From an optimization exercise on the open Yosys and OpenROAD flow, aimed at small area and a short achievable clock period; shortcuts taken in it are not production practice. At most, simulation tests tie the RTL to the original design; equivalence was not proved. For runs 6 and 7, only the layout was checked, not whether the RTL still works. Power is estimated from default activity; no workload was simulated.

### flow/config.mk
export PLATFORM = sky130hd
export DESIGN_NAME = ALU_top
export DESIGN_NICKNAME = ALU_top
export VERILOG_FILES = /design/flow/design.v
export SDC_FILE = /design/flow/constraint.sdc
export NUM_CORES = 4
export LEC_CHECK = 0
export CAP_MARGIN = 20
export CORE_MARGIN = 2
export CORE_UTILIZATION = 40
export CTS_BUF_LIST = sky130_fd_sc_hd__clkbuf_8
export SETUP_SLACK_MARGIN = 3.7
export SLEW_MARGIN = 20
export SYNTH_HIERARCHICAL = 1
export SYNTH_MINIMUM_KEEP_SIZE = 0
### flow/constraint.sdc
create_clock -name core_clock -period 6.5 [get_ports {clk}]
set_input_delay 1.3000 -clock core_clock [delete_from_list [all_inputs] [get_ports {clk}]]
set_output_delay 1.3000 -clock core_clock [all_outputs]
set_load 0.01 [all_outputs]
### flow/design.v
module ALU_decode (
    input  [3:0] OPERATION,
    output [3:0] xt,         
    output [3:0] xt0,        
    output       y_b,        
    output       y_nb,       
    output       y_c,        
    output       cin
);
    wire op_and  = (OPERATION == 4'b0000);
    wire op_or   = (OPERATION == 4'b0001);
    wire op_pass = (OPERATION == 4'b0111);
    wire op_nor  = (OPERATION == 4'b1100);
    wire op_sub  = (OPERATION == 4'b0110);
    wire op_neg  = (OPERATION == 4'b0101);
    wire op_add  = ~(op_and | op_or | op_pass | op_nor | op_sub | op_neg);
    assign xt[0]  = op_nor;
    assign xt[1]  = op_or | op_pass | op_neg;
    assign xt[2]  = op_add | op_sub | op_or | op_neg;
    assign xt[3]  = op_add | op_sub | op_and | op_or | op_pass;
    assign xt0[0] = op_nor | op_neg;
    assign xt0[1] = op_or | op_pass;
    assign xt0[2] = op_add | op_sub | op_or;
    assign xt0[3] = op_add | op_sub | op_and | op_or | op_pass | op_neg;
    assign y_b  = op_add;
    assign y_nb = op_sub;
    assign y_c  = op_neg;
    assign cin  = op_sub | op_neg;
endmodule
module ALU_slice (
    input        a,
    input        b,
    input        c,
    input  [3:0] xt,
    input        y_b,
    input        y_nb,
    input        y_c,
    output       x,
    output       y
);
    assign x = b ? (a ? xt[3] : xt[1]) : (a ? xt[2] : xt[0]);
    assign y = (y_b & b) | (y_nb & ~b) | (y_c & c);
endmodule
module ALU_operands (
    input  [63:0] A,
    input  [63:0] B,
    input  [3:0]  OPERATION,
    output [63:0] X,
    output [63:0] Y,
    output        cin
);
    wire [3:0] xt, xt0;
    wire y_b, y_nb, y_c;
    ALU_decode dec(.OPERATION(OPERATION), .xt(xt), .xt0(xt0), .y_b(y_b), .y_nb(y_nb),
                   .y_c(y_c), .cin(cin));
    wire [63:0] c = {~(A[62:1] | B[62:1]), ~(A[0] & B[0]), 1'b0};
    genvar i;
    generate
        for (i = 0; i < 64; i = i + 1) begin : sl
            ALU_slice s(.a(A[i]), .b(B[i]), .c(c[i]), .xt(i == 0 ? xt0 : xt),
                        .y_b(y_b), .y_nb(y_nb), .y_c(y_c), .x(X[i]), .y(Y[i]));
        end
    endgenerate
endmodule
module ALU_add (
    input  [63:0] X,
    input  [63:0] Y,
    input         cin,
    output [63:0] Out,
    output        Z
);
    wire [63:0] p = X ^ Y;
    wire [63:0] g0 = X & Y;
    wire [63:0] g = {g0[63:1], g0[0] | (p[0] & cin)};
    localparam LV = 6;
    wire [63:0] gg [0:LV];
    wire [63:0] pp [0:LV];
    assign gg[0] = g;
    assign pp[0] = p;
    genvar l, j;
    generate
        for (l = 0; l < LV; l = l + 1) begin : lvl
            for (j = 0; j < 64; j = j + 1) begin : node
                if ((j >> l) & 1) begin : comb
                    localparam integer SRC = ((j >> l) << l) - 1;
                    assign gg[l+1][j] = gg[l][j] | (pp[l][j] & gg[l][SRC]);
                    assign pp[l+1][j] = pp[l][j] & pp[l][SRC];
                end else begin : pass
                    assign gg[l+1][j] = gg[l][j];
                    assign pp[l+1][j] = pp[l][j];
                end
            end
        end
    endgenerate
    assign Out = p ^ {gg[LV][62:0], cin};
    wire [63:0] t = X | Y;
    assign Z = &(p ~^ {t[62:0], cin});
endmodule
module ALU_top(
    input             clk,
    input      [63:0] A,
    input      [63:0] B,
    input      [3:0]  OPERATION,
    output reg [63:0] Out,
    output reg        Z
);
    wire [63:0] x_d, y_d;
    wire        cin_d;
    reg  [63:0] x_q, y_q;
    reg         cin_q;
    wire [63:0] alu_out;
    wire        alu_z;
    ALU_operands ops(.A(A), .B(B), .OPERATION(OPERATION), .X(x_d), .Y(y_d), .cin(cin_d));
    ALU_add      add(.X(x_q), .Y(y_q), .cin(cin_q), .Out(alu_out), .Z(alu_z));
    always @(posedge clk) begin
        x_q   <= x_d;
        y_q   <= y_d;
        cin_q <= cin_d;
        Out   <= alu_out;
        Z     <= alu_z;
    end
endmodule
### flow/flow/run.sh
#!/bin/bash
# The standard layout (standard.sh), with these changes to synthesis and
# placement. Registers and their names are the standard synthesis's.
#  - synthesis keeps the modules apart (SYNTH_HIERARCHICAL in config.mk) and
#    abc maps each module with its own script, flow/abc_<module>.script
#    (flow/abc.script for any other module), each with its own delay target;
#    the design is flattened afterwards as in the standard synthesis;
#  - full/half adder cells are not extracted (abc maps that logic too);
#  - the port buffers start as buf_1 cells (the resizer sizes them up where
#    timing needs it).
# make's output goes to flow.log; ORFS keeps each step's log under orfs/logs.
set -euo pipefail
W=$PWD
export ADDER_MAP_FILE=
export BUFFER_PORTS_ARGS="-buffer_cell sky130_fd_sc_hd__buf_1"
{
  head -n 1 synth_recipe.tcl
  cat <<EOT
proc abc {args} {
  set i [lsearch -exact \$args -script]
  set mods [split [string trim [tee -q -s result.string select -list-mod =*]] "\n"]
  set done {}
  foreach f [glob -nocomplain $W/flow/abc_*.script] {
    set m [string range [file rootname [file tail \$f]] 4 end]
    if {[lsearch -exact \$mods \$m] < 0} { continue }
    set a \$args
    lset a [expr {\$i + 1}] \$f
    yosys abc {*}\$a =\$m
    lappend done \$m
  }
  set rest [list]
  foreach m \$mods { if {[lsearch -exact \$done \$m] < 0} { lappend rest =\$m } }
  if {[llength \$rest]} {
    set a \$args
    lset a [expr {\$i + 1}] $W/flow/abc.script
    yosys abc {*}\$a {*}\$rest
  }
}
EOT
  tail -n +2 synth_recipe.tcl
} > my_synth.tcl
sed "s#SYNTH_SCRIPT=[^ ]*#SYNTH_SCRIPT=$W/my_synth.tcl#" standard.sh > my_standard.sh
grep -q "SYNTH_SCRIPT=$W/my_synth.tcl" my_standard.sh
bash my_standard.sh > flow.log 2>&1
### flow/flow/abc.script
strash
dch
map
topo
buffer
upsize
dnsize
### flow/flow/abc_ALU_add.script
strash
dch
map -D 2000
topo
buffer
upsize -D 2000
dnsize -D 2000
### flow/flow/abc_ALU_decode.script
strash
dch
map -D 300
topo
buffer
upsize -D 300
dnsize -D 300
### flow/flow/abc_ALU_operands.script
strash
dch
map -D 1200
topo
buffer
upsize -D 1200
dnsize -D 1200
### flow/flow/abc_ALU_slice.script
&get -n
&st
&dch
&nf -a
&put
### flow/standard.sh
#!/bin/bash
# synth_recipe.tcl (not shown) runs the flow's synth.tcl, then flattens the netlist and writes it again
# the make line also repeats each setting of config.mk as NAME=value (left out here)
make -C /OpenROAD-flow-scripts/flow DESIGN_CONFIG=/design/flow/config.mk WORK_HOME=/design/flow/orfs CLKGATE_MAP_FILE= SYNTH_SCRIPT=/design/flow/synth_recipe.tcl "${@:-finish}"
==> impl_summary.txt, run 1 <==
----------------------------------------------------
[Setup path]
  Critical Path Start Type ... flip-flop
  Endpoint of the lowest-slack register-to-register path ... Out[53]$_DFF_P_
  Endpoint arrival time on the critical path ... 3.09 ns
  Crit path required time ... slightly below 7 ns
  Launch point of the critical path ... y_q[9]$_DFF_P_
  Startpoint of the most critical register-to-register path ... y_q[9]$_DFF_P_
  Kind of end point of the critical path ... flip-flop
  Reg-to-reg setup timing slack ... 3.78 ns
  Crit Path Category ... reg2reg
  Max FO, Critical Path ... 12
  Path depth of the worst reg2reg path ... 15

[Drt]
  Routed vias/inst ... a little over 5
  Total number of vias ... slightly above 9000
  Number of routed nets with antenna violations ... 0
  Detail-routed net length per standard cell ... 16.8 um
  Length of the first detailed-routing pass in iterations ... 5
  First-iteration detailed-routing DRC count ... approximately 660
  Routed wire length ... between 30 and 40 mm
  Remaining design rule violation count ... 0

[Floorplanning]
  Starting Density ... 0.404
  Floorplan row count ... just under 60
  Placeable Area ... 25800 um2
  Die Width ... ~170 um
  Die area ... roughly 27000 um2
  Chip Height ... between 150 and 200 um
  Number of top-level pins ... 198

[CTS]
  Number of hold-repair buffers added at the cts stage ... 0
  TritonCTS clock tree ... yes
  Clock edge transition at the registers on the reported setup and hold paths ... roughly 0.1 ns
  Clock Tree Buf Depth ... 2
  Clock latency on the worst-skew pair ... 0.47 ns
  Count of clock tree sinks ... approximately 190
  Maximum level of the CTS H-tree ... 4
  Clock Root Buffer ... sky130_fd_sc_hd__clkbuf_8
  Number of buffers added by the clock tree synthesis step ... 17

[Cells and area]
  Net count, final ... 1588
  Area growth, synth to finish ... 19.0%
  Diodes inserted ... 0
  Share of final-layout standard cells stronger than drive strength 1 ... 0.126

[Power]
  Total power divided by cell area ... ~280 nW/um2
  Largest vdd supply drop ... between 100 and 150 uV
  Standby leakage power ... approximately 5 nW
  Overall power ... roughly 0.0035 W

[Placed design]
  Count of input and output buffers ... 197
  Final GP Congestion ... 0.832
  Half-perimeter wire length after placement ... between 20 and 25 mm

[Global route]
  Maximum number of pins on one net before global-route repair ... between 60 and 70
  Global-route wire length before repair ... ~45 mm
  Global router's overall resource usage ... 0.219
  Antenna violations before repair ... 1
  Number of global-route vias before repair ... around 8500
  Overall overflow remaining after global route ... 0

[Hold path]
  Worst hold path endpoint ... Out[3]$_DFF_P_
  Startpoint of the most critical hold path ... y_q[2]$_DFF_P_
  Worst hold stages ... 3
  Hold Path Class ... reg2reg

[Timing]
  Setup skew after layout ... between 0.01 and 0.015 ns
  Fin crit share ... 0.419
  Fmax achieved ... approximately 0.37 GHz
  Transition time at the pin with the least slew margin ... about 0.85 ns
  Final setup violation count ... 0
  Tmin final ... about 2.7 ns
  Final max-slew violation count ... 0
  Max-Slew Margin vs Limit ... 0.436
  Final number of hold-violating endpoints ... 0
  Fin Setup TNS ... 0 ns
  Worst Hold Slack ... 0.608 ns
  RSZ-0062 raised after global routing ... yes

[Synth]
  Mapped Nets ... 1356
  Cell with the most instances after synthesis ... sky130_fd_sc_hd__nor2_1
  Number of flip-flops and latches in the synthesized netlist ... 194
  Leading cell types by count after synthesis ... 250 x sky130_fd_sc_hd__nor2_1, 194 x sky130_fd_sc_hd__dfxtp_1, 110 x sky130_fd_sc_hd__inv_1
  Synth cell types ... 46
  Yosys warning count ... approximately 440
  Flip-flop cell with the highest count after synthesis ... sky130_fd_sc_hd__dfxtp_1
  Share of the synthesized area in the top cell type ... 0.373
  Instance count of the mapped netlist ... 1223
  Share of async-settable or async-resettable flops after synthesis ... 0
  Number of enable-type register cells in the synthesized netlist ... 0
  Largest cells by area after synthesis ... sky130_fd_sc_hd__dfxtp_1 37%, sky130_fd_sc_hd__mux4_2 14%, sky130_fd_sc_hd__nor2_1 9.0%
  Library cell occupying the most area in the post-synthesis netlist ... sky130_fd_sc_hd__dfxtp_1
  Sequential element share of the synthesized area ... 0.373
  Syn_area_per_cell ... roughly 8.5 um2
  Netlist area before placement ... 10400 um2

[Run]
  Max-cap violations ... 0

[Outcome]
  Status ... finished clean

----------------------------------------------------
## routing by layer
layer	track usage	wire (um)	vias up
met3	0.0432	1890	38
met5	0	13	-
met4	0.0640	638	2
met2	0.361	14400	275
li1	-	-	4653
met1	0.291	13300	4353
## layout by cell type, fill, tap and decap left out, drive strengths merged, types with 10 or more instances in the layout
master / n
nor4: 11
a21oi: 46
buf: 215
a31oi: 10
o21ai: 89
and2: 26
xor2: 94
nor2: 253
clkinv: 70
nand2: 77
dfxtp: 194
inv: 112
nand4: 24
nand3: 20
mux4: 64
xnor2: 27
a22oi: 67
clkbuf: 19
## how the worst max path moves through the flow
stage	endpoint	slack (ns)
global route	Out[53]$_DFF_P_	3.63
floorplan	x_q[10]$_DFF_P_	3.10
CTS	Out[53]$_DFF_P_	3.67
global placement	y_q[39]$_DFF_P_	3.35
detailed placement	y_q[50]$_DFF_P_	3.28
finish	Out[53]$_DFF_P_	3.78
## per-module statistics from Yosys, one instance, submodules excluded
module        cell area (um2)  times used  flip-flops and latches
ALU_add                  3640           1                       0
ALU_decode                156           1                       0
ALU_operands              240           1                       0
ALU_slice                38.8          64                       0
ALU_top                  3880           1                     194
## report_power, final
part	total, W	internal [W]	switching, W	leakage, nW
clock network	0.000811	0.000382	0.000429	0.197
registers	0.00151	0.00142	0.0000850	1.63
logic	0.00117	0.000437	0.000732	3.11
## worst max-delay path, stage by stage (launching register included)
cell	delay, ns
sky130_fd_sc_hd__dfxtp_1	0.32
sky130_fd_sc_hd__nor2_1	0.30
sky130_fd_sc_hd__inv_1	0.07
sky130_fd_sc_hd__o21ai_0	0.12
sky130_fd_sc_hd__nor2_1	0.08
sky130_fd_sc_hd__a211oi_1	0.16
sky130_fd_sc_hd__inv_1	0.09
sky130_fd_sc_hd__a21oi_2	0.18
sky130_fd_sc_hd__nand3_4	0.14
sky130_fd_sc_hd__nand4_1	0.12
sky130_fd_sc_hd__nand2_2	0.09
sky130_fd_sc_hd__buf_12	0.17
sky130_fd_sc_hd__inv_8	0.09
sky130_fd_sc_hd__nor4_2	0.05
sky130_fd_sc_hd__a2111oi_2	0.34
sky130_fd_sc_hd__xor2_1	0.30
## registers in the layout (all words and copies together) (netlist names)
register,flops
Z,1
x_q,64
y_q,64
Out,64
cin_q,1
## through the flow
step                      worst slack, ns  cell area (um2)  utilization  cells
final                                3.78            12400        0.480   1800
after global routing                 3.63            12400        0.480   1800
after CTS                            3.67            12100        0.469   1789
after detailed placement             3.28            11600        0.452   1760
after global placement               3.35            11600        0.452   1760
after floorplan                      3.10            10400            -   1223
## what timing repair did
action / 4_1_cts / 5_1_grt
pin swaps: 1 / 13
cloned: 0 / 1
buffers inserted: 0 / 10
gates resized for setup: 13 / 53
endpoints found under the setup margin: 16 / 92
## cell families after synthesis
logic type,after synthesis,share of synthesized area
AO/OA/AOI/OAI,241,0.145
XOR/XNOR,121,0.102
buffers and inverters,179,0.0652
flip-flops,194,0.373
multiplexers,64,0.139
other,1,0.000361
AND/OR/NAND/NOR,423,0.175
## area by class of cell
class	instances	area (um2)
Timing Repair Buffer	216	920
Sequential cell	194	3890
Tap cell	335	419
Multi-Input combinational cell	850	6070
Inverter	176	682
Clock inverter	11	141
Fill cell	2565	13400
Clock buffer	18	248
==> run 2, diff against run 1 <==
--- a/flow/config.mk
+++ b/flow/config.mk
@@ -10,4 +10,3 @@
 export CORE_UTILIZATION = 40
-export CTS_BUF_LIST = sky130_fd_sc_hd__clkbuf_8
-export SETUP_SLACK_MARGIN = 3.7
+export SETUP_SLACK_MARGIN = 3.8
 export SLEW_MARGIN = 20
==> impl_summary.txt, run 2 <==
----------------------------------------------------
[Timing]
  Max-Slew Margin vs Limit ... 0.420
  Fin Setup TNS ... 0 ns
  Fin crit share ... 0.415
  Final number of hold-violating endpoints ... 0
  RSZ-0062 raised after global routing ... yes
  Final max-slew violation count ... 0
  Tmin final ... between 2 and 3 ns
  Final setup violation count ... 0
  Setup skew after layout ... about 0.022 ns
  Fmax achieved ... 0.370 GHz
  Transition time at the pin with the least slew margin ... 0.870 ns

[Cells and area]
  Area occupied by multi-input gates ... approximately 6200 um2
  Area occupied by registers ... 3890 um2
  Registers with the highest flip-flop counts ... Out: 64 flops, x_q: 64 flops, y_q: 64 flops
  Final cell utilization of the core ... 0.494
  Most common cell after layout, fill and taps aside ... sky130_fd_sc_hd__nor2_1
  Diodes inserted ... 0
  Filler cell count in the final layout ... roughly 2500
  Area growth, synth to finish ... 22.4%
  Share of final-layout standard cells stronger than drive strength 1 ... 0.144
  Leading cell types in the layout, fill and taps excluded ... 209 x sky130_fd_sc_hd__nor2_1, 195 x sky130_fd_sc_hd__buf_1, 190 x sky130_fd_sc_hd__dfxtp_1
  Net count, final ... between 1500 and 2000

[Synth]
  Synth cell types ... 46
  Parity-gate share of the synthesized area counting xor and xnor cells ... 0.102
  Combinational family with the most area after synthesis ... simple AND/OR/NAND/NOR gates
  Netlist area before placement ... between 10000 and 15000 um2
  Compound-Gate Fraction of Synth Area ... 0.145
  Mapped Nets ... between 1000 and 1500
  Sequential element share of the synthesized area ... 0.373
  Leading cell types by count after synthesis ... 250 x sky130_fd_sc_hd__nor2_1, 194 x sky130_fd_sc_hd__dfxtp_1, 110 x sky130_fd_sc_hd__inv_1
  Share of the synthesized area in the top cell type ... 0.373
  Number of flip-flops and latches in the synthesized netlist ... roughly 190
  Share of async-settable or async-resettable flops after synthesis ... 0
  Syn_area_per_cell ... approximately 8.5 um2
  Instance count of the mapped netlist ... between 1000 and 1500
  Multiplexer fraction of the synthesized cell area ... 0.139
  Yosys warning count ... 436
  Number of enable-type register cells in the synthesized netlist ... 0
  Library cell occupying the most area in the post-synthesis netlist ... sky130_fd_sc_hd__dfxtp_1
  Largest cells by area after synthesis ... sky130_fd_sc_hd__dfxtp_1 37%, sky130_fd_sc_hd__mux4_2 14%, sky130_fd_sc_hd__nor2_1 9.0%
  Area share of and/or/nand/nor cells after synthesis ... 0.175
  Flip-flop cell with the highest count after synthesis ... sky130_fd_sc_hd__dfxtp_1
  Post-synthesis adder-cell area fraction ... 0
  Cell with the most instances after synthesis ... sky130_fd_sc_hd__nor2_1

[CTS]
  Number of hold-repair buffers added at the cts stage ... 0
  Clock edge transition at the registers on the reported setup and hold paths ... ~0.07 ns
  Clock Root Buffer ... sky130_fd_sc_hd__clkbuf_16
  Number of buffers added by the clock tree synthesis step ... 17
  Clock latency on the worst-skew pair ... 0.44 ns
  Maximum level of the CTS H-tree ... 4
  Clock Tree Buf Depth ... 2
  Count of clock tree sinks ... just under 200
  TritonCTS clock tree ... yes

[Setup path]
  Max FO, Critical Path ... 9
  Kind of end point of the critical path ... flip-flop
  Crit path required time ... about 6.8 ns
  Crit Path Category ... reg2reg
  Endpoint arrival time on the critical path ... 3.02 ns
  Critical Path Start Type ... flip-flop

[Placed design]
  Final GP Congestion ... around 0.83
  Count of input and output buffers ... just under 200
  Half-perimeter wire length after placement ... between 20 and 25 mm

[Floorplanning]
  Floorplan row count ... between 50 and 60
  Placeable Area ... around 26000 um2
  Number of top-level pins ... 198
  Chip Height ... roughly 170 um
  Die area ... roughly 27000 um2
  Die Width ... ~170 um
  Starting Density ... 0.404

[Run]
  Max-cap violations ... 0

[Drt]
  Routed wire length ... between 30 and 40 mm
  Routed vias/inst ... 5.20
  Length of the first detailed-routing pass in iterations ... 5
  Detail-routed net length per standard cell ... between 15 and 20 um
  First-iteration detailed-routing DRC count ... 635
  Number of routed nets with antenna violations ... 0
  Total number of vias ... about 9400
  Remaining design rule violation count ... 0

[Hold path]
  Hold Path Class ... reg2reg

[Power]
  Standby leakage power ... 5.07 nW
  Total power divided by cell area ... roughly 300 nW/um2
  Switching pwr ... about 0.0013 W
  Portion of total power attributed to combinational logic ... 0.317
  Sequential Power Share ... 0.400
  Net Sw Frac ... 0.343
  Largest vdd supply drop ... 157 uV
  Relative contribution of the clock network to total power ... 0.284
  Internal power component ... 0.00248 W

[Global route]
  Global-route track usage on met2 ... 0.370
  Overall overflow remaining after global route ... 0
  Global route hottest layer ... met2
  Global-route wire length before repair ... 45.8 mm
  Global router's overall resource usage ... 0.221
  Maximum number of pins on one net before global-route repair ... between 60 and 70
  Number of global-route vias before repair ... around 8700
  Met1 track demand over resource in global routing ... 0.286
  Met3 track demand over resource ... 0.0447
  Antenna violations before repair ... 2

[Outcome]
  Status ... finished clean

----------------------------------------------------
-- run 2: cell count changes in the layout (fill, tap and decap cells not counted), moves of 2 or more --
cell and change:
sky130_fd_sc_hd__a21oi_2 +2, sky130_fd_sc_hd__buf_1 -2, sky130_fd_sc_hd__clkbuf_8 -16, sky130_fd_sc_hd__dfxtp_1 -2
sky130_fd_sc_hd__nor4_1 -2, sky130_fd_sc_hd__nor2_1 -12, sky130_fd_sc_hd__clkbuf_16 +17, sky130_fd_sc_hd__dfxtp_2 +2
sky130_fd_sc_hd__a21oi_1 -2, sky130_fd_sc_hd__inv_1 -2, sky130_fd_sc_hd__buf_4 +3, sky130_fd_sc_hd__nor2_2 +5
sky130_fd_sc_hd__o21ai_1 +2, sky130_fd_sc_hd__nor2_4 +7
-- run 2: what timing repair did --
| item | 4_1_cts | 5_1_grt |
|---|---|---|
| buffers inserted | 2 | 13 |
| cloned | 0 | 1 |
| endpoints found under the setup margin | 108 | 103 |
| pin swaps | 4 | 23 |
| gates resized for setup | 29 | 74 |
-- run 2: cells by family (layout without fill, tap and decap cells) --
logic type,count (synthesis),after routing
simple gates,423,423
compound gates,241,241
buf+inv,179,426
mux,64,64
flops,194,194
xor+xnor,121,121
other cells,1,1
-- run 2: per-layer routing --
metal / share of wire / vias up
li1: - / 4671
met1: 0.43 / 4384
met2: 0.48 / 286
met3: 0.069 / 37
met4: 0.021 / 2
met5: 0.00042 / -
-- run 2: power groups by stage --
| stage | Combinational (W) | Clock (W) | Sequential, W |
|---|---|---|---|
| 5_1_grt | 0.00132 | 0.00113 | 0.00153 |
| 3_3_place_gp | 0.00109 | 0 | 0.00153 |
| 6_report | 0.00119 | 0.00107 | 0.00151 |
| 4_1_cts | 0.00113 | 0.00109 | 0.00151 |
| 2_1_floorplan | 0.000643 | 0 | 0.00160 |
| 3_5_place_dp | 0.00110 | 0 | 0.00153 |
-- run 2: final timing paths --
check / from / to / slack (ns) / cells after the start
setup / recovery: y_q[19]$_DFF_P_ / Out[53]$_DFF_P_ / 3.80 / 12
hold / removal: y_q[2]$_DFF_P_ / Out[3]$_DFF_P_ / 0.61 / 3
setup reg to reg: y_q[19]$_DFF_P_ / Out[53]$_DFF_P_ / 3.80 / 12
hold reg to reg: y_q[2]$_DFF_P_ / Out[3]$_DFF_P_ / 0.61 / 3
-- run 2: critical path: stages (launching register included) --
cell and delay, ns:
sky130_fd_sc_hd__dfxtp_1 0.32, sky130_fd_sc_hd__nor2_1 0.29, sky130_fd_sc_hd__nor2_1 0.17, sky130_fd_sc_hd__a221oi_2 0.35
sky130_fd_sc_hd__o221a_2 0.24, sky130_fd_sc_hd__inv_1 0.05, sky130_fd_sc_hd__a31oi_1 0.16, sky130_fd_sc_hd__nand2_2 0.11
sky130_fd_sc_hd__buf_12 0.15, sky130_fd_sc_hd__clkinv_8 0.07, sky130_fd_sc_hd__nor4_2 0.04, sky130_fd_sc_hd__a2111oi_2 0.33
sky130_fd_sc_hd__xor2_1 0.30
-- run 2: cell type report --
class                           count  share of cell area
Timing Repair Buffer              221              0.0762
Tap cell                          335              0.0329
Multi-Input combinational cell    850               0.485
Sequential cell                   194               0.306
Clock buffer                       19              0.0348
Inverter                          176              0.0542
Clock inverter                     10              0.0108
-- run 2: per-module statistics from Yosys (local to each module, per instance) --
module        cells inside  cell area (um2)  copies in the design
ALU_add                679             3640                     1
ALU_decode              30              156                     1
ALU_operands            64              240                     1
ALU_slice                4             38.8                    64
ALU_top                194             3880                     1
-- run 2: stage by stage --
stage               instances  power, W  setup slack, ns  hold slack (ns)  cell area, um2
floorplan                1223   0.00224             3.10            0.464           10400
global placement         1760   0.00262             3.35            0.587           11600
detailed placement       1760   0.00263             3.28            0.590           11600
CTS                      1791   0.00373             3.76            0.605           12300
global route             1805   0.00398             3.68            0.635           12700
finish                   1805   0.00377             3.80            0.609           12700
==> run 3, diff against run 2 <==
--- a/flow/config.mk
+++ b/flow/config.mk
@@ -10,3 +10,4 @@
 export CORE_UTILIZATION = 40
-export SETUP_SLACK_MARGIN = 3.8
+export PLACE_DENSITY = 0.75
+export SETUP_SLACK_MARGIN = 3.7
 export SLEW_MARGIN = 20
==> impl_summary.txt, run 3 <==
----------------------------------------------------
[Setup path]
  Critical Path Start Type ... primary input
  Endpoint arrival time on the critical path ... around 3 ns
  Crit path required time ... ~7 ns
  Kind of end point of the critical path ... flip-flop
  Crit Path Category ... in2reg
  Max FO, Critical Path ... 34

[Placed design]
  Count of input and output buffers ... 197
  Post-placement setup slack ... about 2.8 ns
  Half-perimeter wire length after placement ... 22.1 mm
  Post-detailed-placement cell area ... between 10000 and 15000 um2
  # placed instances ... between 1500 and 2000
  Final GP Congestion ... ~0.86

[Hold path]
  Hold Path Class ... reg2reg

[Synth]
  Library cell occupying the most area in the post-synthesis netlist ... sky130_fd_sc_hd__dfxtp_1
  Cell with the most instances after synthesis ... sky130_fd_sc_hd__nor2_1
  Combinational family with the most area after synthesis ... simple AND/OR/NAND/NOR gates
  Post-synthesis adder-cell area fraction ... 0
  Number of flip-flops and latches in the synthesized netlist ... between 150 and 200
  Yosys warning count ... ~440
  Leading cell types by count after synthesis ... 250 x sky130_fd_sc_hd__nor2_1, 194 x sky130_fd_sc_hd__dfxtp_1, 110 x sky130_fd_sc_hd__inv_1
  Number of enable-type register cells in the synthesized netlist ... 0
  Syn_area_per_cell ... approximately 8.5 um2
  Netlist area before placement ... 10400 um2
  Share of the synthesized area in the top cell type ... 0.373
  Area share of and/or/nand/nor cells after synthesis ... 0.175
  Synth cell types ... 46
  Mapped Nets ... 1356
  Flip-flop cell with the highest count after synthesis ... sky130_fd_sc_hd__dfxtp_1
  Instance count of the mapped netlist ... around 1200
  Multiplexer fraction of the synthesized cell area ... 0.139
  Parity-gate share of the synthesized area counting xor and xnor cells ... 0.102
  Sequential element share of the synthesized area ... 0.373
  Compound-Gate Fraction of Synth Area ... 0.145
  Share of async-settable or async-resettable flops after synthesis ... 0
  Largest cells by area after synthesis ... sky130_fd_sc_hd__dfxtp_1 37%, sky130_fd_sc_hd__mux4_2 14%, sky130_fd_sc_hd__nor2_1 9.0%

[Cells and area]
  Leading cell types in the layout, fill and taps excluded ... 225 x sky130_fd_sc_hd__nor2_1, 195 x sky130_fd_sc_hd__buf_1, 194 x sky130_fd_sc_hd__dfxtp_1
  Net count, final ... 1603
  Final instance count without filler cells ... roughly 1800
  Most common cell after layout, fill and taps aside ... sky130_fd_sc_hd__nor2_1
  Share of final-layout standard cells stronger than drive strength 1 ... 0.133
  Filler cell count in the final layout ... 2465
  Diodes inserted ... 0
  Area growth, synth to finish ... 21.7%
  Registers with the highest flip-flop counts ... Out: 64 flops, x_q: 64 flops, y_q: 64 flops
  Area of all placed cells without fillers ... approximately 13000 um2

[Timing]
  RSZ-0062 raised after global routing ... yes
  Final setup violation count ... 0
  Fmax achieved ... roughly 0.37 GHz
  Setup ws final ... around 3.8 ns
  Final number of hold-violating endpoints ... 0
  Final max-slew violation count ... 0
  Setup skew after layout ... ~0.011 ns
  Fin Setup TNS ... 0 ns
  Fin crit share ... 0.416
  Max-Slew Margin vs Limit ... 0.368
  Transition time at the pin with the least slew margin ... 0.946 ns
  Tmin final ... about 2.7 ns

[Power]
  Net Sw Frac ... 0.355
  Switching pwr ... about 0.0013 W
  Sequential Power Share ... 0.410
  Standby leakage power ... approximately 5.1 nW
  Largest vdd supply drop ... ~160 uV
  Total power divided by cell area ... 292 nW/um2
  Relative contribution of the clock network to total power ... 0.268
  Portion of total power attributed to combinational logic ... 0.321
  Internal power component ... 0.00238 W

[CTS]
  Clock Tree Buf Depth ... 2
  Number of buffers added by the clock tree synthesis step ... 17
  Clock latency on the worst-skew pair ... ~0.44 ns
  Clock edge transition at the registers on the reported setup and hold paths ... 0.07 ns
  TritonCTS clock tree ... yes
  Count of clock tree sinks ... a little under 200
  Number of hold-repair buffers added at the cts stage ... 0
  Clock Root Buffer ... sky130_fd_sc_hd__clkbuf_16
  Maximum level of the CTS H-tree ... 4

[Drt]
  Detail-routed net length per standard cell ... about 17 um
  Routed vias/inst ... about 5.3
  Routed wire length ... about 32 mm
  First-iteration detailed-routing DRC count ... approximately 670
  Remaining design rule violation count ... 0
  Number of routed nets with antenna violations ... 0
  Total number of vias ... a little under 10000
  Length of the first detailed-routing pass in iterations ... 5

[Floorplanning]
  Die area ... roughly 27000 um2
  Placeable Area ... around 26000 um2
  Chip Height ... about 170 um
  Floorplan row count ... just under 60
  Starting Density ... 0.404
  Number of top-level pins ... slightly below 200
  Die Width ... around 170 um

[Global route]
  Antenna violations before repair ... 1
  Global-route wire length before repair ... 46.7 mm
  Maximum number of pins on one net before global-route repair ... 65
  Global router's overall resource usage ... 0.225
  Overall overflow remaining after global route ... 0
  Number of global-route vias before repair ... approximately 9000

[Run]
  Max-cap violations ... 0

[Outcome]
  Status ... finished clean

----------------------------------------------------
run 3: cell counts after synthesis:
No cell type changed its count.
run 3: cell families after synthesis:
group                     after synthesis
other                                   1
xor gates and xnor gates              121
buffers and inverters                 179
muxes                                  64
and+or+nand+nor                       423
AOI/OAI and AO/OA                     241
DFF                                   194
run 3: layout make-up:
class,count,area (um2),share of cell area
clock inverters,10,78.8,0.00623
repair buffers,228,1010,0.0796
flip-flops and latches,194,3880,0.307
clock buffers,21,470,0.0372
multi-input cells,852,6100,0.482
inverters,176,684,0.0541
well taps,335,419,0.0331
repair inverters,1,7.51,0.000593
run 3: what timing repair did:
item	4_1_cts	5_1_grt
pin swaps	2	12
endpoints found under the setup margin	125	105
hold endpoints to repair	0	0
buffers inserted	5	18
cloned	3	0
gates resized for setup	16	48
run 3: metal layers:
metal	wire length (um)	track usage	vias up
li1	-	-	4689
met1	13300	0.291	4584
met2	15200	0.381	370
met3	2270	0.0382	66
met4	900	0.0798	2
met5	11	0	-
run 3: final timing paths:
check	depth (start not counted)	slack (ns)	endpoint	start
setup reg to reg	15	3.83	Out[63]$_DFF_P_	x_q[1]$_DFF_P_
setup / recovery	8	3.80	x_q[24]$_DFF_P_	OPERATION[1]
hold reg to reg	2	0.60	Out[0]$_DFF_P_	cin_q$_DFF_P_
hold / removal	2	0.60	Out[0]$_DFF_P_	cin_q$_DFF_P_
run 3: through the flow:
step	hold slack, ns	total power [W]	utilization
after floorplan	0.464	0.00224	-
after global placement	0.570	0.00261	0.452
after detailed placement	0.574	0.00264	0.452
after CTS	0.591	0.00364	0.478
after global routing	0.626	0.00388	0.491
final	0.605	0.00369	0.491
run 3: worst max-delay path: stages:
cell and delay (ns):
sky130_fd_sc_hd__buf_1 0.16, sky130_fd_sc_hd__nor2_1 0.16, sky130_fd_sc_hd__nand3_2 0.14, sky130_fd_sc_hd__nand2_4 0.17, sky130_fd_sc_hd__clkinvlp_4 0.12, sky130_fd_sc_hd__buf_12 0.15
sky130_fd_sc_hd__buf_4 0.26, sky130_fd_sc_hd__mux4_2 0.52
run 3: power by group through the flow:
| stage | Combinational [W] | Sequential, W | Clock, W |
|---|---|---|---|
| 3_3_place_gp | 0.00108 | 0.00154 | 0 |
| 4_1_cts | 0.00112 | 0.00151 | 0.00101 |
| 3_5_place_dp | 0.00110 | 0.00154 | 0 |
| 2_1_floorplan | 0.000643 | 0.00160 | 0 |
| 6_report | 0.00119 | 0.00152 | 0.000992 |
| 5_1_grt | 0.00129 | 0.00153 | 0.00105 |
run 3: per-module statistics from Yosys (local to each module, per instance):
module | area, um2 | flip-flops and latches | cells
ALU_operands | 240 | 0 | 64
ALU_decode | 156 | 0 | 30
ALU_slice | 38.8 | 0 | 4
ALU_top | 3880 | 194 | 194
ALU_add | 3640 | 0 | 679
==> run 4, diff against run 3 <==
==> flow/flow/abc_ALU_add.script (replaced) <==
strash
dch
map -D 1700
topo
buffer
upsize -D 1700
dnsize -D 1700
--- a/flow/config.mk
+++ b/flow/config.mk
@@ -10,3 +10,2 @@
 export CORE_UTILIZATION = 40
-export PLACE_DENSITY = 0.75
 export SETUP_SLACK_MARGIN = 3.7
==> impl_summary.txt, run 4 <==
----------------------------------------------------
[Synth]
  Library cell occupying the most area in the post-synthesis netlist ... sky130_fd_sc_hd__dfxtp_1
  Flip-flop cell with the highest count after synthesis ... sky130_fd_sc_hd__dfxtp_1
  Syn_area_per_cell ... a little under 9 um2
  Sequential element share of the synthesized area ... 0.359
  Largest cells by area after synthesis ... sky130_fd_sc_hd__dfxtp_1 36%, sky130_fd_sc_hd__mux4_2 13%, sky130_fd_sc_hd__nor2_1 7.2%
  Share of async-settable or async-resettable flops after synthesis ... 0
  Netlist area before placement ... about 11000 um2
  Share of the synthesized area in the top cell type ... 0.359
  Number of enable-type register cells in the synthesized netlist ... 0
  Leading cell types by count after synthesis ... 207 x sky130_fd_sc_hd__nor2_1, 194 x sky130_fd_sc_hd__dfxtp_1, 108 x sky130_fd_sc_hd__inv_1
  Instance count of the mapped netlist ... between 1000 and 1500
  Cell with the most instances after synthesis ... sky130_fd_sc_hd__nor2_1
  Number of flip-flops and latches in the synthesized netlist ... slightly below 200
  Mapped Nets ... between 1000 and 1500
  Yosys warning count ... about 440
  Synth cell types ... a little over 60

[Power]
  Overall power ... ~0.0038 W
  Largest vdd supply drop ... between 150 and 200 uV
  Total power divided by cell area ... between 300 and 400 nW/um2
  Standby leakage power ... slightly above 5 nW

[Setup path]
  Crit Path Category ... in2reg
  Slowest Stage Delay on Critical Path ... 0.52 ns
  Cell type of the slowest stage on the worst timing path ... sky130_fd_sc_hd__mux4_2
  Endpoint arrival time on the critical path ... 3.00 ns
  Critical Path Start Type ... primary input
  Kind of end point of the critical path ... flip-flop
  Crit path required time ... 6.81 ns
  Cell-by-cell listing of the critical path ... buf_1 > inv_6 > nand4_4 > nand2_2 > clkinvlp_4 > buf_6 > mux4_2
  Max FO, Critical Path ... approximately 50

[CTS]
  Number of buffers added by the clock tree synthesis step ... 17
  TritonCTS clock tree ... yes
  Clock Tree Buf Depth ... 2
  Number of hold-repair buffers added at the cts stage ... 0
  Clock Root Buffer ... sky130_fd_sc_hd__clkbuf_16
  Clock latency on the worst-skew pair ... around 0.43 ns
  Maximum level of the CTS H-tree ... 4
  Count of clock tree sinks ... ~190
  Clock edge transition at the registers on the reported setup and hold paths ... 0.07 ns

[Global route]
  Maximum number of pins on one net before global-route repair ... 65
  Global-route wire length before repair ... ~48 mm
  Global router's overall resource usage ... 0.219
  Overall overflow remaining after global route ... 0
  Number of global-route vias before repair ... ~9000
  Antenna violations before repair ... 0

[Drt]
  Routed wire length ... between 30 and 40 mm
  Remaining design rule violation count ... 0
  Total number of vias ... roughly 9500
  First-iteration detailed-routing DRC count ... 650
  Routed vias/inst ... 5.23
  Length of the first detailed-routing pass in iterations ... 5
  Detail-routed net length per standard cell ... 17.4 um
  Number of routed nets with antenna violations ... 0

[Floorplanning]
  Die Width ... between 150 and 200 um
  Placeable Area ... 26700 um2
  Die area ... between 20000 and 30000 um2
  Floorplan row count ... 60
  Number of top-level pins ... a little under 200
  Starting Density ... 0.404
  Chip Height ... around 170 um

[Timing]
  Fin crit share ... 0.415
  Fmax achieved ... between 0.3 and 0.4 GHz
  Setup skew after layout ... 0.0120 ns
  Transition time at the pin with the least slew margin ... between 0.7 and 0.8 ns
  Final number of hold-violating endpoints ... 0
  Final setup violation count ... 0
  Final max-slew violation count ... 0
  Max-Slew Margin vs Limit ... 0.488
  RSZ-0062 raised after global routing ... no
  Tmin final ... ~2.7 ns
  Fin Setup TNS ... 0 ns

[Cells and area]
  Final cell utilization of the core ... 0.478
  Filler cell count in the final layout ... between 2000 and 3000
  Registers with the highest flip-flop counts ... Out: 64 flops, x_q: 64 flops, y_q: 64 flops
  Leading cell types in the layout, fill and taps excluded ... 204 x sky130_fd_sc_hd__nor2_1, 195 x sky130_fd_sc_hd__buf_1, 194 x sky130_fd_sc_hd__dfxtp_1
  Area occupied by registers ... 3880 um2
  Area of all placed cells without fillers ... between 10000 and 15000 um2
  Share of final-layout standard cells stronger than drive strength 1 ... 0.143
  Diodes inserted ... 0
  Area growth, synth to finish ... 18.1%
  Most common cell after layout, fill and taps aside ... sky130_fd_sc_hd__nor2_1
  Area occupied by multi-input gates ... 6250 um2
  Net count, final ... between 1500 and 2000

[Placed design]
  Count of input and output buffers ... between 150 and 200
  Half-perimeter wire length after placement ... ~22 mm
  Post-detailed-placement cell area ... about 12000 um2
  Final GP Congestion ... 0.866

[Outcome]
  Status ... finished clean

[Run]
  Max-cap violations ... 0

[Hold path]
  Hold Path Class ... reg2reg

----------------------------------------------------
## run 4: cell types whose count changed after synthesis, sizes merged, moves of 3 or more
cell    previous run  this run
nand3             20        13
xnor2             27        38
buf                3         6
or2                0         6
xor2              94        83
nand4             24        20
o21bai             0         4
o211ai             2         9
nand2             77        98
a21oi             46        49
and2              26        20
a31oi             10        14
nor2             253       234
## run 4: worst paths after layout
check	endpoint	from	cells after the start	slack [ns]
worst max-delay path	x_q[58]$_DFF_P_	OPERATION[1]	7	3.80
worst max register to register	Out[61]$_DFF_P_	y_q[1]$_DFF_P_	11	3.87
worst min register to register	Out[0]$_DFF_P_	cin_q$_DFF_P_	2	0.61
worst min-delay path	Out[0]$_DFF_P_	cin_q$_DFF_P_	2	0.61
## run 4: logic make-up (layout without fill, tap and decap cells)
group           count (synthesis)  in the layout  share of synthesized area
simple gates                  411            412                      0.185
compound gates                255            255                      0.158
flops                         194            194                      0.359
buf+inv                       184            423                     0.0666
xor+xnor                      121            121                     0.0980
mux                            64             64                      0.133
other cells                     1              1                   0.000347
## run 4: cell type report
cell class	instances	area share
Multi-Input combinational cell	853	0.489
Sequential cell	194	0.304
Timing Repair Buffer	212	0.0694
Inverter	178	0.0540
Clock buffer	24	0.0393
Tap cell	341	0.0334
Clock inverter	8	0.00970
Timing Repair inverter	1	0.000588
## run 4: layer usage
| metal | track usage | wire length [um] | vias up |
|---|---|---|---|
| met5 | 0 | 0 | - |
| met4 | 0.0693 | 651 | 0 |
| met3 | 0.0428 | 2180 | 38 |
| met2 | 0.353 | 14400 | 332 |
| met1 | 0.297 | 14300 | 4435 |
| li1 | - | - | 4659 |
## run 4: metrics by stage
stage,hold WS (ns),instances,setup slack [ns]
floorplan,0.490,1230,3.10
global placement,0.584,1769,2.81
detailed placement,0.587,1770,2.81
CTS,0.595,1804,3.75
global route,0.632,1811,3.70
finish,0.611,1811,3.80
## run 4: per-module statistics from Yosys (local to each module, per instance)
| module | copies in the design | flip-flops and latches | cells inside |
|---|---|---|---|
| ALU_add | 1 | 0 | 686 |
| ALU_top | 1 | 194 | 194 |
| ALU_operands | 1 | 0 | 64 |
| ALU_decode | 1 | 0 | 30 |
| ALU_slice | 64 | 0 | 4 |
## run 4: report_power, final
part           switching, W  leakage [nW]  internal, W  total (W)
Combinational      0.000755          3.15     0.000440    0.00120
Clock              0.000468         0.302     0.000658    0.00113
Sequential        0.0000887          1.63      0.00142    0.00151
Total               0.00131          5.09      0.00252    0.00383
## run 4: what timing repair did
| action | CTS | global route |
|---|---|---|
| gates cloned | 1 | 1 |
| pin swaps | 0 | 2 |
| gates resized for setup | 5 | 4 |
| setup buffers | 1 | 6 |
| endpoints found under the setup margin | 84 | 116 |
## run 4: critical path: cells and delay by family
kind / cells / cell delay, ns
buf+inv: 4 / 0.69
mux: 1 / 0.52
simple gates: 2 / 0.46
==> run 5, diff against run 4 <==
==> flow/flow/abc_ALU_add.script (replaced) <==
strash
dch
map -D 2000
topo
buffer
upsize -D 2000
dnsize -D 2000
==> impl_summary.txt, run 5 <==
----------------------------------------------------
[Cells and area]
  Area occupied by multi-input gates ... about 6100 um2
  Registers with the highest flip-flop counts ... Out: 64 flops, x_q: 64 flops, y_q: 64 flops
  Area occupied by registers ... between 3000 and 4000 um2
  Leading cell types in the layout, fill and taps excluded ... 221 x sky130_fd_sc_hd__nor2_1, 197 x sky130_fd_sc_hd__buf_1, 192 x sky130_fd_sc_hd__dfxtp_1
  Share of final-layout standard cells stronger than drive strength 1 ... 0.123
  Final instance count without filler cells ... roughly 1800
  Filler cell count in the final layout ... 2534
  Diodes inserted ... 0
  Net count, final ... 1585
  Area growth, synth to finish ... 20.5%
  Most common cell after layout, fill and taps aside ... sky130_fd_sc_hd__nor2_1

[Setup path]
  Kind of end point of the critical path ... flip-flop
  Endpoint arrival time on the critical path ... approximately 3.0 ns
  Crit path required time ... 6.83 ns
  Critical Path Start Type ... flip-flop
  Path depth of the worst reg2reg path ... 18
  Max FO, Critical Path ... 12
  Crit Path Category ... reg2reg

[Timing]
  Fin crit share ... 0.411
  Final number of hold-violating endpoints ... 0
  Max-Slew Margin vs Limit ... 0.422
  Setup skew after layout ... 0.0112 ns
  Final setup violation count ... 0
  RSZ-0062 raised after global routing ... yes
  Transition time at the pin with the least slew margin ... 0.866 ns
  Final max-slew violation count ... 0
  Fin Setup TNS ... 0 ns
  Tmin final ... about 2.7 ns
  Fmax achieved ... 0.375 GHz

[Global route]
  Overall overflow remaining after global route ... 0
  Antenna violations before repair ... 2
  Global-route wire length before repair ... 45.5 mm
  Maximum number of pins on one net before global-route repair ... 65
  Number of global-route vias before repair ... about 8600
  Global router's overall resource usage ... 0.220

[Synth]
  Synth cell types ... 46
  Number of flip-flops and latches in the synthesized netlist ... 194
  Cell with the most instances after synthesis ... sky130_fd_sc_hd__nor2_1
  Instance count of the mapped netlist ... approximately 1200
  Yosys warning count ... 436
  Library cell occupying the most area in the post-synthesis netlist ... sky130_fd_sc_hd__dfxtp_1
  Largest cells by area after synthesis ... sky130_fd_sc_hd__dfxtp_1 37%, sky130_fd_sc_hd__mux4_2 14%, sky130_fd_sc_hd__nor2_1 9.0%
  Flip-flop cell with the highest count after synthesis ... sky130_fd_sc_hd__dfxtp_1
  Sequential element share of the synthesized area ... 0.373
  Number of enable-type register cells in the synthesized netlist ... 0
  Share of async-settable or async-resettable flops after synthesis ... 0
  Netlist area before placement ... around 10000 um2
  Mapped Nets ... about 1400
  Leading cell types by count after synthesis ... 250 x sky130_fd_sc_hd__nor2_1, 194 x sky130_fd_sc_hd__dfxtp_1, 110 x sky130_fd_sc_hd__inv_1
  Share of the synthesized area in the top cell type ... 0.373
  Syn_area_per_cell ... 8.50 um2

[Hold path]
  Hold Path Class ... reg2reg
  Worst hold stages ... 3

[CTS]
  Clock latency on the worst-skew pair ... around 0.44 ns
  Maximum level of the CTS H-tree ... 4
  Clock Tree Buf Depth ... 2
  Clock edge transition at the registers on the reported setup and hold paths ... about 0.070 ns
  Number of buffers added by the clock tree synthesis step ... 17
  Clock Root Buffer ... sky130_fd_sc_hd__clkbuf_16
  TritonCTS clock tree ... yes
  Count of clock tree sinks ... around 190

[Outcome]
  Status ... finished clean

[Power]
  Portion of total power attributed to combinational logic ... 0.311
  Switching pwr ... roughly 0.0013 W
  Internal power component ... 0.00247 W
  Total power divided by cell area ... about 300 nW/um2
  Largest vdd supply drop ... around 160 uV
  Sequential Power Share ... 0.403
  Relative contribution of the clock network to total power ... 0.286
  Standby leakage power ... about 5.0 nW
  Net Sw Frac ... 0.341

[Drt]
  Remaining design rule violation count ... 0
  Routed wire length ... roughly 30 mm
  Total number of vias ... a little over 9000
  Number of routed nets with antenna violations ... 0
  Detail-routed net length per standard cell ... 16.8 um
  Length of the first detailed-routing pass in iterations ... 5
  Routed vias/inst ... 5.17
  First-iteration detailed-routing DRC count ... 559

[Floorplanning]
  Number of top-level pins ... roughly 200
  Floorplan row count ... 59
  Placeable Area ... 25800 um2
  Starting Density ... 0.404
  Chip Height ... ~170 um
  Die area ... 27300 um2
  Die Width ... 165 um

[Placed design]
  Count of input and output buffers ... ~200
  Half-perimeter wire length after placement ... roughly 21 mm
  # placed instances ... approximately 1800
  Final GP Congestion ... 0.832

[Run]
  Max-cap violations ... 0

----------------------------------------------------
run 5: changes by cell type in the layout (fill, tap and decap cells not counted), moves of 9 or more:
cell / previous run / this run
sky130_fd_sc_hd__and2_1: 17 / 26
sky130_fd_sc_hd__nand2_1: 86 / 73
sky130_fd_sc_hd__nor2_1: 204 / 221
sky130_fd_sc_hd__xor2_1: 83 / 94
sky130_fd_sc_hd__xnor2_1: 38 / 27
sky130_fd_sc_hd__o21ai_0: 77 / 86
run 5: what timing repair did:
| item | in CTS | in global routing |
|---|---|---|
| resized for setup | 13 | 51 |
| hold buffers | 0 | 0 |
| pin swaps | 1 | 12 |
| setup endpoints to repair | 16 | 156 |
| gates cloned | 0 | 1 |
| endpoints found under the hold margin | 0 | 0 |
| setup buffers | 0 | 7 |
run 5: area by class of cell:
cell class	instances	share of cell area
well taps	335	0.0335
clock buffers	19	0.0354
clock inverters	10	0.0110
flip-flops and latches	194	0.310
multi-input cells	850	0.484
inverters	176	0.0542
repair buffers	213	0.0722
run 5: worst paths after layout:
kind,from,end,slack [ns]
hold reg to reg,y_q[2]$_DFF_P_,Out[3]$_DFF_P_,0.61
setup reg to reg,y_q[11]$_DFF_P_,Out[53]$_DFF_P_,3.83
setup / recovery,y_q[11]$_DFF_P_,Out[53]$_DFF_P_,3.83
hold / removal,y_q[2]$_DFF_P_,Out[3]$_DFF_P_,0.61
run 5: through the flow:
stage	worst slack, ns	hold WS (ns)	cell area [um2]	total power, W	util
after global routing	3.63	0.635	12500	0.00395	0.486
after global placement	3.35	0.587	11600	0.00262	0.452
after detailed placement	3.28	0.590	11600	0.00263	0.452
after floorplan	3.10	0.464	10400	0.00224	-
after CTS	3.67	0.605	12300	0.00371	0.476
final	3.83	0.612	12500	0.00374	0.486
run 5: modules after synthesis (local to each module, per instance):
module	area [um2]	cells	times used
ALU_operands	240	64	1
ALU_slice	38.8	4	64
ALU_decode	156	30	1
ALU_top	3880	194	1
ALU_add	3640	679	1
run 5: per-layer routing:
| metal | wire length (um) | vias to the layer above | part of all wire | GRT usage |
|---|---|---|---|---|
| li1 | - | 4654 | - | - |
| met1 | 13100 | 4307 | 0.43 | 0.286 |
| met2 | 14400 | 281 | 0.47 | 0.366 |
| met3 | 2050 | 43 | 0.068 | 0.0440 |
| met4 | 690 | 2 | 0.023 | 0.0696 |
| met5 | 13 | - | 0.00043 | 0 |
run 5: cell families (layout without fill, tap and decap cells):
kind of cell | after synthesis | in the layout | synth area share
xor gates and xnor gates | 121 | 121 | 0.102
muxes | 64 | 64 | 0.139
DFF | 194 | 194 | 0.373
and+or+nand+nor | 423 | 423 | 0.175
AOI/OAI and AO/OA | 241 | 241 | 0.145
other | 1 | 1 | 0.000361
buffers and inverters | 179 | 418 | 0.0652
run 5: critical path, stage by stage (launching register included):
cell                        delay (ns)
sky130_fd_sc_hd__dfxtp_2          0.35
sky130_fd_sc_hd__inv_1            0.06
sky130_fd_sc_hd__nor2_2           0.12
sky130_fd_sc_hd__nor2_1           0.08
sky130_fd_sc_hd__inv_1            0.10
sky130_fd_sc_hd__nor2_1           0.05
sky130_fd_sc_hd__inv_1            0.06
sky130_fd_sc_hd__nor2_1           0.04
sky130_fd_sc_hd__a211oi_1         0.16
sky130_fd_sc_hd__inv_1            0.09
sky130_fd_sc_hd__a21oi_2          0.19
sky130_fd_sc_hd__nand3_4          0.14
sky130_fd_sc_hd__nand4_1          0.12
sky130_fd_sc_hd__nand2_2          0.09
sky130_fd_sc_hd__buf_12           0.17
sky130_fd_sc_hd__inv_6            0.10
sky130_fd_sc_hd__nor4_2           0.05
sky130_fd_sc_hd__a2111oi_2        0.26
sky130_fd_sc_hd__xor2_1           0.30
run 5: power groups by stage:
| stage | combinational, W | sequential, W | clock (W) |
|---|---|---|---|
| after floorplan | 0.000643 | 0.00160 | 0 |
| after global placement | 0.00109 | 0.00153 | 0 |
| after detailed placement | 0.00110 | 0.00153 | 0 |
| after CTS | 0.00112 | 0.00151 | 0.00109 |
| after global routing | 0.00129 | 0.00153 | 0.00113 |
| final | 0.00116 | 0.00151 | 0.00107 |
==> run 6, diff against run 5 <==
--- a/flow/design.v
+++ b/flow/design.v
@@ -68,4 +68,3 @@
     input         cin,
-    output [63:0] Out,
-    output        Z
+    output [63:0] Out
 );
@@ -95,4 +94,2 @@
     assign Out = p ^ {gg[LV][62:0], cin};
-    wire [63:0] t = X | Y;
-    assign Z = &(p ~^ {t[62:0], cin});
 endmodule
@@ -104,3 +101,3 @@
     output reg [63:0] Out,
-    output reg        Z
+    output            Z
 );
@@ -111,5 +108,4 @@
     wire [63:0] alu_out;
-    wire        alu_z;
     ALU_operands ops(.A(A), .B(B), .OPERATION(OPERATION), .X(x_d), .Y(y_d), .cin(cin_d));
-    ALU_add      add(.X(x_q), .Y(y_q), .cin(cin_q), .Out(alu_out), .Z(alu_z));
+    ALU_add      add(.X(x_q), .Y(y_q), .cin(cin_q), .Out(alu_out));
     always @(posedge clk) begin
@@ -119,4 +115,4 @@
         Out   <= alu_out;
-        Z     <= alu_z;
     end
+    assign Z = ~|Out;
 endmodule
==> impl_summary.txt, run 6 <==
----------------------------------------------------
[Outcome]
  Status ... finished clean

[Timing]
  Transition time at the pin with the least slew margin ... a little under 0.7 ns
  Max-Slew Margin vs Limit ... 0.546
  RSZ-0062 raised after global routing ... yes
  Final number of hold-violating endpoints ... 0
  Setup skew after layout ... 0.0140 ns
  Tmin final ... ~2.9 ns
  Fmax achieved ... between 0.3 and 0.4 GHz
  Final setup violation count ... 0
  Fin Setup TNS ... 0 ns
  Final max-slew violation count ... 0
  Fin crit share ... 0.453

[CTS]
  Count of clock tree sinks ... 193
  Maximum level of the CTS H-tree ... 4
  Number of hold-repair buffers added at the cts stage ... 0
  Clock latency on the worst-skew pair ... 0.43 ns
  Clock edge transition at the registers on the reported setup and hold paths ... around 0.080 ns
  Clock Root Buffer ... sky130_fd_sc_hd__clkbuf_16
  Clock Tree Buf Depth ... 2
  TritonCTS clock tree ... yes
  Number of buffers added by the clock tree synthesis step ... 17

[Cells and area]
  Most common cell after layout, fill and taps aside ... sky130_fd_sc_hd__nor2_1
  Area growth, synth to finish ... 22.6%
  Net count, final ... roughly 1600
  Area of all placed cells without fillers ... 12300 um2
  Share of final-layout standard cells stronger than drive strength 1 ... 0.154
  Registers with the highest flip-flop counts ... Out: 64 flops, x_q: 64 flops, y_q: 64 flops
  Leading cell types in the layout, fill and taps excluded ... 245 x sky130_fd_sc_hd__nor2_1, 194 x sky130_fd_sc_hd__buf_1, 188 x sky130_fd_sc_hd__dfxtp_1
  Filler cell count in the final layout ... between 2000 and 2500

[Placed design]
  Post-detailed-placement cell area ... 11200 um2
  Half-perimeter wire length after placement ... around 18 mm
  Count of input and output buffers ... 197
  Final GP Congestion ... between 0.8 and 0.9

[Power]
  Largest vdd supply drop ... ~130 uV
  Portion of total power attributed to combinational logic ... 0.289
  Standby leakage power ... ~4.9 nW
  Relative contribution of the clock network to total power ... 0.282
  Net Sw Frac ... 0.342
  Switching pwr ... about 0.0012 W
  Sequential Power Share ... 0.429
  Total power divided by cell area ... between 200 and 300 nW/um2
  Internal power component ... between 0.002 and 0.0025 W

[Setup path]
  Cell-by-cell listing of the critical path ... nor2_2 > nand4_1 > nor2_2 > nand2_1 > nor2_1 > buf_2
  Max FO, Critical Path ... 2
  Kind of end point of the critical path ... primary output
  Endpoint arrival time on the critical path ... 1.64 ns
  Slowest Stage Delay on Critical Path ... 0.33 ns
  Reg-to-reg setup timing slack ... 3.78 ns
  Launch point of the critical path ... Out[35]$_DFF_P_
  Endpoint of the lowest-slack register-to-register path ... Out[50]$_DFF_P_
  Crit Path Category ... reg2out
  Cell type of the slowest stage on the worst timing path ... sky130_fd_sc_hd__dfxtp_1
  Startpoint of the most critical register-to-register path ... y_q[0]$_DFF_P_
  Critical Path Start Type ... flip-flop
  Crit path required time ... 5.20 ns
  Path depth of the worst reg2reg path ... 16
  Most repeated library cell on the critical path ... sky130_fd_sc_hd__nor2_2

[Floorplanning]
  Placeable Area ... 24500 um2
  Chip Height ... about 160 um
  Number of top-level pins ... just under 200
  Die area ... 26300 um2
  Starting Density ... 0.409
  Die Width ... 162 um
  Floorplan row count ... 57

[Synth]
  Instance count of the mapped netlist ... 1170
  Netlist area before placement ... between 9000 and 10000 um2
  Sequential element share of the synthesized area ... 0.387
  Synth cell types ... 55
  Number of flip-flops and latches in the synthesized netlist ... around 190
  Cell with the most instances after synthesis ... sky130_fd_sc_hd__nor2_1
  Leading cell types by count after synthesis ... 267 x sky130_fd_sc_hd__nor2_1, 193 x sky130_fd_sc_hd__dfxtp_1, 94 x sky130_fd_sc_hd__inv_1
  Share of the synthesized area in the top cell type ... 0.387
  Number of enable-type register cells in the synthesized netlist ... 0
  Mapped Nets ... approximately 1300
  Library cell occupying the most area in the post-synthesis netlist ... sky130_fd_sc_hd__dfxtp_1
  Syn_area_per_cell ... roughly 8.5 um2
  Yosys warning count ... approximately 440
  Flip-flop cell with the highest count after synthesis ... sky130_fd_sc_hd__dfxtp_1
  Largest cells by area after synthesis ... sky130_fd_sc_hd__dfxtp_1 39%, sky130_fd_sc_hd__mux4_2 14%, sky130_fd_sc_hd__nor2_1 10%
  Share of async-settable or async-resettable flops after synthesis ... 0

[Global route]
  Global router's overall resource usage ... 0.196
  Global-route wire length before repair ... around 41 mm
  Overall overflow remaining after global route ... 0
  Maximum number of pins on one net before global-route repair ... 65
  Number of global-route vias before repair ... 8246
  Antenna violations before repair ... 7

[Drt]
  Length of the first detailed-routing pass in iterations ... 5
  Routed wire length ... about 26 mm
  Remaining design rule violation count ... 0
  Number of routed nets with antenna violations ... 0
  First-iteration detailed-routing DRC count ... just under 400
  Total number of vias ... around 8700
  Routed vias/inst ... slightly below 5
  Detail-routed net length per standard cell ... around 15 um

[Run]
  Max-cap violations ... 0

[Hold path]
  Worst hold stages ... 1
  Startpoint of the most critical hold path ... cin_q$_DFF_P_
  Worst hold path endpoint ... Out[0]$_DFF_P_
  Hold Path Class ... reg2reg

----------------------------------------------------
[run 6: cell families (layout without fill, tap and decap cells)]
kind of cell	after synthesis	in the layout	synth area share
xor+xnor	69	69	0.0605
buf+inv	167	425	0.0658
mux	64	64	0.144
flops	193	193	0.387
compound gates	239	239	0.158
simple gates	437	439	0.185
other cells	1	6	0.000375
[run 6: per-stage QoR]
step	util	total power [W]	setup WS, ns	std cells	hold slack (ns)
6_report	0.501	0.00364	3.56	1759	0.495
5_1_grt	0.501	0.00386	3.48	1755	0.550
4_1_cts	0.484	0.00359	3.52	1728	0.506
3_5_place_dp	0.457	0.00255	3.07	1693	0.496
3_3_place_gp	0.457	0.00254	3.14	1693	0.491
2_1_floorplan	-	0.00222	3.10	1170	0.457
[run 6: worst max path at each step]
stage / to / slack [ns] / depth (start not counted)
floorplan: x_q[10]$_DFF_P_ / 3.10 / 5
global placement: y_q[35]$_DFF_P_ / 3.14 / 8
detailed placement: y_q[25]$_DFF_P_ / 3.07 / 8
CTS: Z / 3.52 / 6
global route: Z / 3.48 / 6
finish: Z / 3.56 / 6
[run 6: area by class of cell]
cell class	count	area (um2)	area share
inverter	163	639	0.0522
antenna	5	12.5	0.00102
clock inverter	15	149	0.0121
timing repair buffer	228	997	0.0814
clock buffer	17	425	0.0347
sequential	193	3870	0.316
timing repair inverter	2	17.5	0.00143
multi-input combinational	812	5740	0.468
tap	324	405	0.0331
[run 6: power by group through the flow]
stage                     clock network (W)  logic [W]  registers (W)
after floorplan                           0   0.000597        0.00162
after global placement                    0   0.000959        0.00158
after detailed placement                  0   0.000971        0.00158
after CTS                           0.00105   0.000987        0.00156
after global routing                0.00110    0.00117        0.00159
final                               0.00103    0.00105        0.00156
[run 6: metal layers]
layer	vias to the layer above	global-route usage	wire (um)
li1	4507	-	-
met1	3979	0.238	11000
met2	194	0.338	12900
met3	44	0.0467	1380
met4	6	0.0712	561
met5	-	0	44
[run 6: timing repair]
action	CTS	global route
setup endpoints to repair	80	135
gates resized for setup	18	57
setup buffers	2	23
pin swaps	6	21
gates cloned	1	3
[run 6: critical path, delay by kind of cell, from the launching register on]
family / cells / cell delay, ns
flops: 1 / 0.33
simple gates: 5 / 0.75
buf+inv: 1 / 0.13
[run 6: Yosys stat by module, one instance, submodules excluded]
module	times used	cell area [um2]	flops+latches
ALU_decode	1	156	0
ALU_top	1	4060	193
ALU_add	1	3060	0
ALU_operands	1	240	0
ALU_slice	64	38.8	0
==> run 7, diff against run 6 <==
--- a/flow/config.mk
+++ b/flow/config.mk
@@ -10,2 +10,3 @@
 export CORE_UTILIZATION = 40
+export CTS_BUF_LIST = sky130_fd_sc_hd__clkbuf_8
 export SETUP_SLACK_MARGIN = 3.7
==> impl_summary.txt, run 7 <==
----------------------------------------------------
[Outcome]
  Status ... finished clean

[Synth]
  Number of enable-type register cells in the synthesized netlist ... 0
  Largest cells by area after synthesis ... sky130_fd_sc_hd__dfxtp_1 39%, sky130_fd_sc_hd__mux4_2 14%, sky130_fd_sc_hd__nor2_1 10%
  Library cell occupying the most area in the post-synthesis netlist ... sky130_fd_sc_hd__dfxtp_1
  Share of async-settable or async-resettable flops after synthesis ... 0
  Instance count of the mapped netlist ... between 1000 and 1500
  Flip-flop cell with the highest count after synthesis ... sky130_fd_sc_hd__dfxtp_1
  Yosys warning count ... around 440
  Mapped Nets ... between 1000 and 1500
  Cell with the most instances after synthesis ... sky130_fd_sc_hd__nor2_1
  Sequential element share of the synthesized area ... 0.387
  Number of flip-flops and latches in the synthesized netlist ... about 190
  Syn_area_per_cell ... between 8 and 9 um2

[Global route]
  Global-route wire length before repair ... 40.7 mm
  Met3 track demand over resource ... 0.0424
  Number of global-route vias before repair ... 8282
  Antenna violations before repair ... 7
  Global route hottest layer ... met2

[CTS]
  Clock edge transition at the registers on the reported setup and hold paths ... 0.11 ns
  Maximum level of the CTS H-tree ... 4
  Clock Root Buffer ... sky130_fd_sc_hd__clkbuf_8
  Clock Tree Buf Depth ... 2
  Clock latency on the worst-skew pair ... approximately 0.48 ns
  Number of buffers added by the clock tree synthesis step ... 17
  Number of hold-repair buffers added at the cts stage ... 0
  TritonCTS clock tree ... yes

[Floorplanning]
  Starting Density ... 0.409
  Die Width ... 162 um
  Number of top-level pins ... between 150 and 200
  Floorplan row count ... 57
  Placeable Area ... between 20000 and 25000 um2
  Chip Height ... between 150 and 200 um

[Placed design]
  Count of input and output buffers ... 197
  Post-placement setup slack ... about 3.1 ns
  # placed instances ... roughly 1700
  Final GP Congestion ... between 0.8 and 0.9

[Cells and area]
  Leading cell types in the layout, fill and taps excluded ... 248 x sky130_fd_sc_hd__nor2_1, 195 x sky130_fd_sc_hd__buf_1, 189 x sky130_fd_sc_hd__dfxtp_1
  Share of final-layout standard cells stronger than drive strength 1 ... 0.160
  Net count, final ... roughly 1600
  Final instance count without filler cells ... around 1800
  Final cell utilization of the core ... 0.499
  Area growth, synth to finish ... 22.0%
  Registers with the highest flip-flop counts ... Out: 64 flops, x_q: 64 flops, y_q: 64 flops
  Most common cell after layout, fill and taps aside ... sky130_fd_sc_hd__nor2_1
  Filler cell count in the final layout ... ~2400

[Power]
  Standby leakage power ... ~4.8 nW
  Total power divided by cell area ... about 280 nW/um2
  Net Sw Frac ... 0.360
  Internal power component ... roughly 0.0022 W
  Relative contribution of the clock network to total power ... 0.226
  Sequential Power Share ... 0.457

[Hold path]
  Worst hold stages ... 1
  Startpoint of the most critical hold path ... cin_q$_DFF_P_
  Hold Path Class ... reg2reg

[Setup path]
  Launch point of the critical path ... Out[35]$_DFF_P_
  Reg-to-reg setup timing slack ... ~3.8 ns
  Crit Path Category ... reg2out
  Critical Path Start Type ... flip-flop
  Endpoint of the lowest-slack register-to-register path ... Out[61]$_DFF_P_
  Endpoint of the worst setup timing path ... Z
  Max FO, Critical Path ... 2

[Drt]
  Total number of vias ... 8776
  Remaining design rule violation count ... 0
  Routed vias/inst ... 4.98

[Timing]
  Transition time at the pin with the least slew margin ... between 0.6 and 0.7 ns
  Tmin final ... roughly 3 ns
  Final setup violation count ... 0
  Setup skew after layout ... 0.0194 ns
  Max-Slew Margin vs Limit ... 0.547
  Final number of hold-violating endpoints ... 0
  Fin crit share ... 0.462

----------------------------------------------------
## run 7: changes by cell type in the layout (fill, tap and decap cells not counted), sizes merged
cell / delta
buf: +5
clkbuf: -1
## run 7: cell families (layout without fill, tap and decap cells)
logic type	after synthesis	count (layout)	share of synthesized area
XOR/XNOR	69	69	0.0605
other	1	6	0.000375
multiplexers	64	64	0.144
buffers and inverters	167	429	0.0658
AND/OR/NAND/NOR	437	439	0.185
AO/OA/AOI/OAI	239	239	0.158
flip-flops	193	193	0.387
## run 7: per-layer routing
layer  up-vias  wire [um]
met1      4026      11200
met4         6        672
met2       177      13000
met3        51       1270
met5         -         44
li1       4516          -
## run 7: critical path, cell delays in order (launching register included)
cell	delay, ns
sky130_fd_sc_hd__dfxtp_1	0.34
sky130_fd_sc_hd__nor2_2	0.18
sky130_fd_sc_hd__nand4_1	0.14
sky130_fd_sc_hd__nor2_2	0.17
sky130_fd_sc_hd__nand2_1	0.15
sky130_fd_sc_hd__nor2_1	0.12
sky130_fd_sc_hd__buf_2	0.13
## run 7: power groups by stage
stage,Clock [W],Combinational (W),Sequential (W)
final,0.000770,0.00108,0.00156
after global routing,0.000840,0.00119,0.00159
after CTS,0.000796,0.000986,0.00156
after detailed placement,0,0.000971,0.00158
after global placement,0,0.000959,0.00158
after floorplan,0,0.000597,0.00162
## run 7: layout make-up
cell class / instances / share of cell area
repair inverters: 2 / 0.00164
clock inverters: 15 / 0.0122
diodes: 5 / 0.00103
multi-input cells: 812 / 0.478
inverters: 163 / 0.0524
flip-flops and latches: 193 / 0.317
clock buffers: 17 / 0.0192
well taps: 324 / 0.0332
repair buffers: 232 / 0.0849
## run 7: timing repair
item | in CTS | in global routing
endpoints found under the setup margin | 79 | 91
gates resized for setup | 18 | 69
pin swaps | 5 | 27
endpoints found under the hold margin | 0 | 0
gates cloned | 0 | 4
buffers inserted | 2 | 26
## run 7: worst min path at each step
stage                                 to  slack (ns)
after global routing      Out[0]$_DFF_P_        0.56
after floorplan           Out[0]$_DFF_P_        0.46
after detailed placement  Out[0]$_DFF_P_        0.50
after CTS                 Out[0]$_DFF_P_        0.51
final                     Out[0]$_DFF_P_        0.50
after global placement    Out[0]$_DFF_P_        0.49
## run 7: modules after synthesis, one instance, submodules excluded
module	area, um2	flops+latches	times used	cells inside
ALU_decode	156	0	1	30
ALU_slice	38.8	0	64	4
ALU_operands	240	0	1	64
ALU_top	4060	193	1	238
ALU_add	3060	0	1	582
## run 7: per-stage QoR
| step | power [W] | instance area, um2 |
|---|---|---|
| finish | 0.00340 | 12200 |
| global route | 0.00362 | 12200 |
| CTS | 0.00334 | 11600 |
| detailed placement | 0.00255 | 11200 |
| global placement | 0.00254 | 11200 |
| floorplan | 0.00222 | 10000 |

==> port drivers added, routing unchanged <==
The results above use ideal ports. As a check the final layouts listed here were re-extracted and re-timed, cells and wires unchanged. Step 1, drivers: a clkbuf_16 drives clk and a buf_2 each remaining input, both assumed. Step 2 times the ports against the registers' clock, not the clock port: input delays grow and output delays shrink by t, the midpoint of the rising clock arrivals with the driver on. Slacks: ideal / step 1 / step 2; pairs: ideal / step 1.
run | shift t [ns] | setup slack, ns
run 1 | 0.506 | 3.779 / 3.779 / 3.291
run 2 | 0.482 | 3.801 / 3.801 / 3.457
run 3 | 0.481 | 3.797 / 3.825 / 3.344
run 4 | 0.477 | 3.805 / 3.835 / 3.358
run 5 | 0.478 | 3.830 / 3.830 / 3.381
run 6 | 0.474 | 3.556 / 3.509 / 3.429
run 7 | 0.508 | 3.500 / 3.458 / 3.301
After both steps every run listed still meets setup and hold.
